This design comes from an exercise in tuning for small area and a short achievable clock period on the open sky130 flow, not from production work.
In this exercise RTL edits were held to simulation tests only and were not proved equivalent to the original.
Power and IR drop assume default switching activity.

## RISC_TOY_SYS
module RISC_TOY_SYS (
    input  wire          CLK,
    input  wire          RSTN,
    output wire          IREQ,
    output wire [29:0]   IADDR,
    input  wire [31:0]   INSTR,
    output wire          DREQ,
    output wire [1:0]    DRW,
    output wire [29:0]   DADDR,
    output wire [31:0]   DWDATA,
    input  wire [31:0]   DRDATA,
    output wire [31:0]   CONSIG,
    input  wire [31:0]   IPIN,
    output wire [31:0]   IPOUT
);
For scale: roughly 1800 flip-flops, ~260 I/O pins, roughly 91000 um^2 of cells after synthesis.
export LEC_CHECK = 0
export CAP_MARGIN = 20
export CORE_MARGIN = 2
export CORE_UTILIZATION = 55
export CTS_BUF_LIST = sky130_fd_sc_hd__clkbuf_8
export CTS_CLUSTER_DIAMETER = 80
export CTS_CLUSTER_SIZE = 14
export SETUP_SLACK_MARGIN = 0.2
export SLEW_MARGIN = 20
create_clock -name core_clock -period 14.0 [get_ports {CLK}]
standard.sh (not shown) runs the stock make flow with config.mk's settings and CLKGATE_MAP_FILE= SYNTH_SCRIPT=/design/flow/synth_recipe.tcl, a recipe that flattens the netlist after the stock synthesis.
==> flow/flow/run.sh <==
#!/bin/bash
# Own flow for RISC_TOY_SYS. Runs in the standard flow's work folder (design.v,
# config.mk, standard.sh, synth_recipe.tcl, flow/, out/).
#  1. design_gl.v: design.v with two combinational modules replaced by
#     gate-level ones (flow/gen_gl.py): the register file's read selector
#     (RFREAD, an a222oi AND-OR tree) and the EX operand selector's last
#     gate (OPMUX, a21o). They have no registers, so the registers are the
#     standard synthesis's.
#  2. Synthesis is synth_recipe.tcl with the ABC pass called through a Tcl
#     proc (same arguments; the script is flow/abc.script if present).
#  3. the standard layout (standard.sh) with small port buffers
#     (buf_2) instead of buffer_ports' default delay cells, and repair_timing
#     aimed below the clock period (the SDC is unchanged); clock tree
#     synthesis without dummy loads; RSTN and IREQ pins side by side
#     (flow/io.tcl).
# Each tool's output goes to a log file of its own here.
set -euo pipefail
W=$(pwd)
python3 flow/gen_gl.py "$W/rfread_gl.v" > gen_gl.log 2>&1
python3 - "$W/design.v" "$W/rfread_gl.v" "$W/design_gl.v" > design_gl.log 2>&1 <<'PY'
import re, sys
src = open(sys.argv[1]).read()
gl = open(sys.argv[2]).read()
for m in ("RFREAD", "OPMUX"):
    pat = re.compile(r"\bmodule\s+" + m + r"\b.*?\bendmodule\b", re.S)
    assert len(pat.findall(src)) == 1, m + " not found exactly once"
    src = pat.sub("", src)
open(sys.argv[3], "w").write(src + "\n" + gl)
print("design_gl.v written")
PY
# ABC: ORFS's script, or flow/abc.script when there is one
if [[ -f flow/abc.script ]]; then
  ABCP="set i [lsearch \$args -script]; if {\$i >= 0} { lset args [expr {\$i+1}] $W/flow/abc.script }; "
else
  ABCP=""
fi
{
  echo 'proc synth {args} { yosys synth -nofsm -noshare {*}$args }'
  echo "proc abc {args} { ${ABCP}yosys abc {*}\$args }"
  tail -n +2 synth_recipe.tcl
} > my_synth.tcl
bash standard.sh \
  "VERILOG_FILES=$W/design_gl.v" \
  "SYNTH_SCRIPT=$W/my_synth.tcl" \
  "BUFFER_PORTS_ARGS=-buffer_cell sky130_fd_sc_hd__buf_2" \
  "SETUP_SLACK_MARGIN=8.4" \
  "IO_CONSTRAINTS=$W/flow/io.tcl" \
  "CTS_ARGS=-sink_clustering_enable -repair_clock_nets -sink_clustering_size 14 -sink_clustering_max_diameter 80 -buf_list sky130_fd_sc_hd__clkbuf_8 -dont_use_dummy_load" \
  finish > standard_flow.log 2>&1
Other scripts of this flow, unchanged in this note and not shown: flow/flow/gen_gl.py, flow/flow/io.tcl
Rerun with:
--- a/flow/design.v
+++ b/flow/design.v
@@ -47,39 +47,16 @@
 module OPMUX (
     input  wire [31:0] E,
     input  wire        S,
     input  wire [31:0] L,
     output wire [31:0] Y
 );
     assign Y = E | ({32{S}} & L);
 endmodule
-module ADD32SK (
-    input  wire [31:0] a,
-    input  wire [31:0] b,
-    input  wire        ci,
-    output wire [31:0] s
-);
-    wire [31:0] p = a ^ b;
-    wire [31:0] g0 = a & b;
-    wire [31:0] g = {g0[31:1], g0[0] | (p[0] & ci)};
-    reg  [31:0] G, P;
-    integer l, i, j;
-    always @(*) begin
-        G = g; P = p;
-        for (l = 0; l < 5; l = l + 1)
-            for (i = 0; i < 32; i = i + 1)
-                if (i[l]) begin
-                    j = ((i >> l) << l) - 1;
-                    G[i] = G[i] | (P[i] & G[j]);
-                    P[i] = P[i] & P[j];
-                end
-    end
-    assign s = p ^ {G[30:0], ci};
-endmodule
 module RISC_TOY (
     input  wire        CLK,
     input  wire        RSTN,
     output wire        IREQ,
     output wire [29:0] IADDR,
     input  wire [31:0] INSTR,
     output wire        DREQ,
     output wire [1:0]  DRW,
@@ -173,18 +150,17 @@
                  (mA(RAC_EX, nn, isSTR, fb, fc) | mB(RAC_EX, nn, stx, fa, fc));
     wire vld   = ~taken & ~jump_d & ~hz;     
     wire [31:0] sext17 = {{15{INSTR[16]}}, INSTR[16:0]};
     wire [31:0] zext17 = {15'd0, INSTR[16:0]};
     wire [31:0] sext22 = {{10{INSTR[21]}}, INSTR[21:0]};
     wire [31:0] zext22 = {10'd0, INSTR[21:0]};
     wire [31:0] P4_ID  = PC_ID + 32'd4;
     wire        tbase  = ~(INSTR[31] & INSTR[29]);
-    wire [31:0] target;
-    ADD32SK u_tadd (.a(tbase ? P4_ID : PC_ID), .b(sext22), .ci(1'b0), .s(target));
+    wire [31:0] target = (tbase ? P4_ID : PC_ID) + sext22;
     reg [31:0] imm_ID;
     always @(*) begin
         if (jump)                      imm_ID = P4_ID;       
         else if (isBRL)                imm_ID = PC_ID;       
         else if (isST | isLD)          imm_ID = (fb == 5'b11111) ? zext17 : sext17;
         else if (isSTR | isLDR)        imm_ID = target;      
         else if (isLDIP | isSTIP)      imm_ID = zext22;
         else                           imm_ID = sext17;
@@ -298,41 +274,40 @@
     OPMUX u_opa (.E(A_e),  .S(SA_EX[3]),  .L(DRDATA), .Y(A));
     OPMUX u_opr (.E(R2_e), .S(SB_EX[3]),  .L(DRDATA), .Y(R2));
     OPMUX u_opb (.E(B_e),  .S(SBB_EX[3]), .L(DRDATA), .Y(B));
     assign A_EX = A;
     wire r2z = (R2 == 32'd0);
     assign taken = BAL_EX | (BZ_EX & r2z) | (BNZ_EX & ~r2z) |
                    (BPOS_EX & ~R2[31]) | (BNEG_EX & R2[31]);
     wire [31:0] Y   = B ^ {32{OP_SUB}};
-    wire [31:0] SUM;
-    ADD32SK u_sum (.a(A), .b(Y), .ci(OP_SUB), .s(SUM));
+    wire [31:0] SUM = A + Y + {31'd0, OP_SUB};
     wire [4:0] sh = SHREG_EX ? R2[4:0] : SHIMM_EX;
     function [31:0] rev32;
         input [31:0] v;
         integer i;
         begin
             for (i = 0; i < 32; i = i + 1) rev32[i] = v[31-i];
         end
     endfunction
     wire [31:0] SX = OP_SHL ? rev32(A) : A;
     wire [31:0] RR = (({SX, SX}) >> sh);
-    wire [31:0] MK = (32'hFFFFFFFF >> sh) | {32{OP_ROR}};    
+    wire [31:0] MK = 32'hFFFFFFFF >> sh;
     wire [31:0] T  = RR & MK;
     wire [31:0] SHR = T | ({32{OP_ASR & A[31]}} & ~MK);
-    reg [31:0] LOGIC;
-    integer li;
-    always @(*) for (li = 0; li < 32; li = li + 1) LOGIC[li] = LUT_EX[{A[li], B[li]}];
     wire [31:0] alu =
         ({32{OP_ADD | OP_SUB}} & SUM) |
-        LOGIC |
+        ({32{LUT_EX[0]}} & ~A & ~B) |
+        ({32{LUT_EX[1]}} & ~A &  B) |
+        ({32{LUT_EX[2]}} &  A & ~B) |
+        ({32{LUT_EX[3]}} &  A &  B) |
         ({32{OP_PC}}    & PC) |
         ({32{OP_SHL}}   & rev32(T)) |
-        ({32{OP_LSR | OP_ASR | OP_ROR}} & SHR) |
-        32'd0;
+        ({32{OP_LSR | OP_ASR}} & SHR) |
+        ({32{OP_ROR}}   & RR);
     always @(posedge CLK or negedge RSTN) begin
         if (!RSTN) begin
             RW_MEM   <= 1'b0;
             DREQ_MEM <= 1'b0;
         end else begin
             RW_MEM   <= RW_EX;
             DREQ_MEM <= DREQ_EX;
         end
The changed run finished with timing, DRC and antenna clean.
Clock skew goes up by 0.027 ns.
Synthesized cell count increases by 1.7%.
Total power went up by 1.4%.
Core utilization is higher by 0.14 points.
Synthesized area rises by 0.75%.
Combinational power went up by about 4%.
First-iteration DRC count increases by 6.6%.

[separate check: timing with driven ports]
How much do the figures lean on ideal ports? The routed layouts below were timed once more, with nothing changed but the port constraints.
Step 1 assumes that a clkbuf_16 drives the clock port and a buf_2 every other input.
Step 2 adds t to the input delays and takes it off the output delays; t is the mean of the earliest and latest rising clock arrival at the registers after step 1. Input paths then give back, and output paths get back, about the clock's delay inside the block.
Slacks: ideal / step 1 / step 2; pairs: ideal / step 1.
| run | t, ns | setup slack, ns | worst hold slack (ns) | clock arrival spread, ns | cell pins on the clock port's net |
|---|---|---|---|---|---|
| the first run | 1.021 | 8.191 / 7.933 / 7.292 | 0.341 / 0.341 / 0.341 | 0.097 / 0.098 | 1 |
| the second run | 1.052 | 8.170 / 7.917 / 7.250 | 0.332 / 0.332 / 0.332 | 0.121 / 0.121 | 1 |
After both steps setup and hold are still met in every run listed. For the second run, which loses most, drivers alone change the setup slack by -0.253 ns; drivers and shift together by -0.920 ns.
